Source: an optimization exercise on an open RTL-to-GDS flow (aim: small area). Production flows keep margins and buffers that such runs may drop. In this exercise RTL edits were held to simulation tests only and were not proved equivalent to the original. Power figures rest on the tool's default switching activity, not on a simulated workload.

## maple
Design TopModule, start of the top module:
module TopModule(
        input logic clk,
        input logic rst,
        input middleB,
        input upB,
        input leftB,
        input rightB,
        input downB,
        input [15:0] sw,
        output logic [6:0] seg,
        output logic dp,
        output logic [3:0] an,
        output logic [15:0] led
    );
Size in the first run: roughly 1200 cells after synthesis, about 51 I/O pins, roughly 14000 um^2 of cells after synthesis.
==> flow/config.mk <==
export PLATFORM = sky130hd
export DESIGN_NAME = TopModule
export DESIGN_NICKNAME = TopModule
export VERILOG_FILES = /design/flow/design.v
export SDC_FILE = /design/flow/constraint.sdc
export NUM_CORES = 4
export LEC_CHECK = 0
export ABC_AREA = 1
export CAP_MARGIN = 20
export CORE_MARGIN = 2
export CORE_UTILIZATION = 40
export GPL_TIMING_DRIVEN = 0
export PLACE_DENSITY = 0.75
export SLEW_MARGIN = 20
==> flow/constraint.sdc <==
create_clock -name core_clock -period 6.0 [get_ports {clk}]
set_input_delay 1.2000 -clock core_clock [delete_from_list [all_inputs] [get_ports {clk}]]
set_output_delay 1.2000 -clock core_clock [all_outputs]
set_load 0.01 [all_outputs]
standard.sh (not shown) runs the stock make flow with config.mk's settings and CLKGATE_MAP_FILE= SYNTH_SCRIPT=/design/flow/synth_recipe.tcl, a recipe that flattens the netlist after the stock synthesis.
==> flow/flow/run.sh <==
#!/bin/bash
# Own layout flow: the standard synthesis, then the combinational logic
# between the (unchanged) registers is re-mapped by ABC with a stronger
# area script, then the standard layout from that netlist on, with
# clock-tree and port-buffer options for area. Each tool logs to its own file.
set -euo pipefail
HERE=$(pwd)
RES=$HERE/orfs/results/$FLOW_PLATFORM/TopModule/base
LIB=$FLOW_HOME/platforms/$FLOW_PLATFORM/lib/sky130_fd_sc_hd__tt_025C_1v80.lib

# 1. standard synthesis (the standard flow's own, unchanged)
bash standard.sh synth > log_synth.txt 2>&1

# 2. re-map the combinational logic; registers stay as they are
cp $RES/1_2_yosys.v $HERE/netlist_std.v
cp $RES/1_2_yosys.v $RES/1_2_yosys_std.v
python3 flow/split_lib.py $LIB $HERE/comb.lib $HERE/seq.lib > log_split.txt 2>&1
DU=""
for c in $(grep -A40 '^export DONT_USE_CELLS' $FLOW_HOME/platforms/$FLOW_PLATFORM/config.mk | grep -o 'sky130_fd_sc_hd__[a-z0-9_]*'); do
  DU="$DU -dont_use $c"
done
cat > $HERE/reopt.ys <<EOY
read_liberty -ignore_miss_func -ignore_miss_data_latch $HERE/comb.lib
read_liberty -lib $HERE/seq.lib
read_verilog $HERE/netlist_std.v
hierarchy -top $FLOW_TOP
flatten
opt_clean -purge
abc -script $HERE/flow/abc_area.script -liberty $LIB $DU
opt_clean -purge
hilomap -singleton -hicell sky130_fd_sc_hd__conb_1 HI -locell sky130_fd_sc_hd__conb_1 LO
splitnets
opt_clean -purge
insbuf -buf sky130_fd_sc_hd__buf_4 A X
tee -o $HERE/reopt_stat.txt stat -liberty $LIB
write_verilog -noattr -nohex -nodec $HERE/netlist_reopt.v
EOY
yosys -l log_reopt.txt -q -s $HERE/reopt.ys > /dev/null 2>&1
rm -f $HERE/comb.lib $HERE/seq.lib
cp $HERE/netlist_reopt.v $RES/1_2_yosys.v
touch $RES/1_2_yosys.v

# 3. the rest of the standard layout
export CTS_ARGS="-sink_clustering_enable -repair_clock_nets -dont_use_dummy_load -buf_list sky130_fd_sc_hd__clkbuf_8 -sink_clustering_size 20 -sink_clustering_max_diameter 60"
export BUFFER_PORTS_ARGS="-buffer_cell sky130_fd_sc_hd__buf_1"
bash standard.sh > log_layout.txt 2>&1
==> flow/flow/abc_area.script <==
strash; balance; rewrite; refactor; balance; rewrite; rewrite -z; balance; refactor -z; rewrite -z; balance; dc2; balance; rewrite; refactor; balance; rewrite; rewrite -z; balance; refactor -z; rewrite -z; balance; &get -n; &dch -f; &nf -p -R 1000 -F 8 -A 4; &put; topo
Other scripts of this flow, unchanged in this note and not shown: flow/flow/split_lib.py
Setup changes, maple to raven
==> flow/flow/abc_area.script <==
strash; balance; rewrite; refactor; balance; rewrite; rewrite -z; balance; refactor -z; rewrite -z; balance; dc2; balance; rewrite; refactor; balance; rewrite; rewrite -z; balance; refactor -z; rewrite -z; balance; &get -n; &dch -f; &nf -p -R 1000 -F 8 -A 4; &put; topo; strash; &get -n; &dch -f; &nf -p -R 1000 -F 8 -A 4; &put; topo
diff --git a/flow/config.mk b/flow/config.mk
--- a/flow/config.mk
+++ b/flow/config.mk
@@ -9 +9 @@
-export CAP_MARGIN = 20
+export CAP_MARGIN = 10
@@ -13,2 +13 @@
-export PLACE_DENSITY = 0.75
-export SLEW_MARGIN = 20
+export SLEW_MARGIN = 10
==> results.txt <==
What the final checks of raven revealed, after a flow that finished every stage, was a layout that fails on max-capacitance violations, max-slew violations. Setup slack: raven less than maple. Sort maple and raven by met1 capacity usage during global routing desc -> top: raven. The instance area after placement of raven is higher than that of maple. Any difference in final hold slack between raven and maple is small enough to ignore. Delta (raven minus maple): cell leakage power moved up, routed length on met2 moved up, maximum number of pins on one net before global-route repair moved down, wire length per cell after detailed routing moved up.
Inputs modified between raven and violet:
==> flow/flow/abc_area.script <==
strash; balance; rewrite; refactor; balance; rewrite; rewrite -z; balance; refactor -z; rewrite -z; balance; dc2; balance; rewrite; refactor; balance; rewrite; rewrite -z; balance; refactor -z; rewrite -z; balance; &get -n; &dch -f; &nf -p -R 1000 -F 8 -A 4; &put; topo
diff --git a/flow/config.mk b/flow/config.mk
--- a/flow/config.mk
+++ b/flow/config.mk
@@ -9 +9 @@
-export CAP_MARGIN = 10
+export CAP_MARGIN = 20
@@ -13 +13 @@
-export SLEW_MARGIN = 10
+export SLEW_MARGIN = 20
### Flow results
violet: synthesized area per cell about 2.5% below raven
violet against raven: non-clock buffer total of the final layout now sits lower, via count picked up an extra 285.
violet ends up with a maximum clock frequency that is 6.9 MHz higher than in raven.
First-pass GRT wire length, violet vs raven: up by a few percent
violet: no failed stages, no open violations at the end
Worst-path cell with the longest stage delay: sky130_fd_sc_hd__nand3_1 -> violet, sky130_fd_sc_hd__dfxtp_1 -> raven
Any difference in tap cell instance count between raven and violet is small enough to ignore.
Relative to violet, the following input files were edited for nickel:
diff --git a/flow/config.mk b/flow/config.mk
--- a/flow/config.mk
+++ b/flow/config.mk
@@ -11 +11 @@
-export CORE_UTILIZATION = 40
+export CORE_UTILIZATION = 55
Notes after the runs:
In terms of part of the total power dissipated in the clock network, nickel and violet differ only marginally.
In nickel, length of routed met3 wiring is higher than in violet.
Average size of a mapped cell across violet and nickel: no real change.
Switching power as a share of total power: nickel vs violet down 0.36 points
Slowest cell on the critical path: sky130_fd_sc_hd__nor4_1 -> nickel, sky130_fd_sc_hd__nand3_1 -> violet
nickel against violet; final standard cell area without fillers is down slightly.
Comparing violet against nickel, there is no change at all in non-clock buffer count.
diff inputs: nickel => sierra
diff --git a/flow/flow/run.sh b/flow/flow/run.sh
--- a/flow/flow/run.sh
+++ b/flow/flow/run.sh
@@ -44 +44 @@
-export CTS_ARGS="-sink_clustering_enable -repair_clock_nets -dont_use_dummy_load -buf_list sky130_fd_sc_hd__clkbuf_8 -sink_clustering_size 20 -sink_clustering_max_diameter 60"
+export CTS_ARGS="-sink_clustering_enable -repair_clock_nets -dont_use_dummy_load -buf_list sky130_fd_sc_hd__clkbuf_8 -sink_clustering_size 16 -sink_clustering_max_diameter 60"
diff --git a/flow/config.mk b/flow/config.mk
--- a/flow/config.mk
+++ b/flow/config.mk
@@ -11 +11 @@
-export CORE_UTILIZATION = 55
+export CORE_UTILIZATION = 40
@@ -12,0 +13 @@
+export PLACE_DENSITY = 0.85
Notes after the runs:
Chip width up about 17% in sierra wrt nickel
In sierra, final cell count is higher than in nickel.
Post-layout minimum cycle time was lower in the run labelled sierra.
The worst setup slack reported for sierra is greater than that of nickel by 0.21 ns.
Inputs modified between sierra and indigo:
diff --git a/flow/config.mk b/flow/config.mk
--- a/flow/config.mk
+++ b/flow/config.mk
@@ -11,0 +12 @@
+export GPL_ROUTABILITY_DRIVEN = 0
==> results.txt <==
- Per the comparison of indigo with sierra, power per cell area did not really move; final-layout setup total negative slack did not really move.
- Reported for indigo and sierra, final cell count without fillers turned out identical to the last digit.
- Hold slack in indigo is 0.068 ns lower than in sierra
- Power sits lower in indigo than in sierra.
- Sort indigo and sierra by setup slack of the critical path after layout, descending, and sierra comes first.
- Compared with sierra, indigo shows via count higher by 230.
- On indigo: minimum clock period is 0.034 ns higher than what sierra gave.
- Comparing indigo and sierra, the lower first-pass GRT wire length was measured on indigo.
- As far as per-instance average area after synthesis goes, indigo and sierra are indistinguishable; the numbers are identical.

separate check: timing with driven ports:
The flow's constraints put no driver on any port. The routed layouts listed below were extracted and timed again, unchanged, in two steps.
Step 1: set_driving_cell puts a clkbuf_16 on clk and a buf_2 on each other input, an assumption about the parent block.
Step 2 moves the port delays by t, midway between the first and last clock arrival at a register: inputs arrive t later, outputs are due t later. That takes back most of the time a late clock gives input paths.
a / b / c = no drivers / after step 1 / after step 2; a / b = the first two.
| run | t, ns | setup WS [ns] | worst setup path after step 2 | worst slew at a driven data input, ns | pins driven straight from the clock port |
|---|---|---|---|---|---|
| maple | 0.606 | 0.645 / 0.599 / 1.205 | register to output | 0.04 | 1 |
| raven | 0.621 | 0.476 / 0.431 / 1.052 | register to output | 0.03 | 1 |
| violet | 0.630 | 0.679 / 0.629 / 1.259 | register to output | 0.04 | 1 |
| nickel | 0.632 | 0.626 / 0.579 / 1.211 | register to output | 0.03 | 1 |
| sierra | 0.598 | 0.835 / 0.792 / 1.261 | register to register | 0.03 | 1 |
| indigo | 0.613 | 0.801 / 0.756 / 1.216 | register to register | 0.04 | 1 |
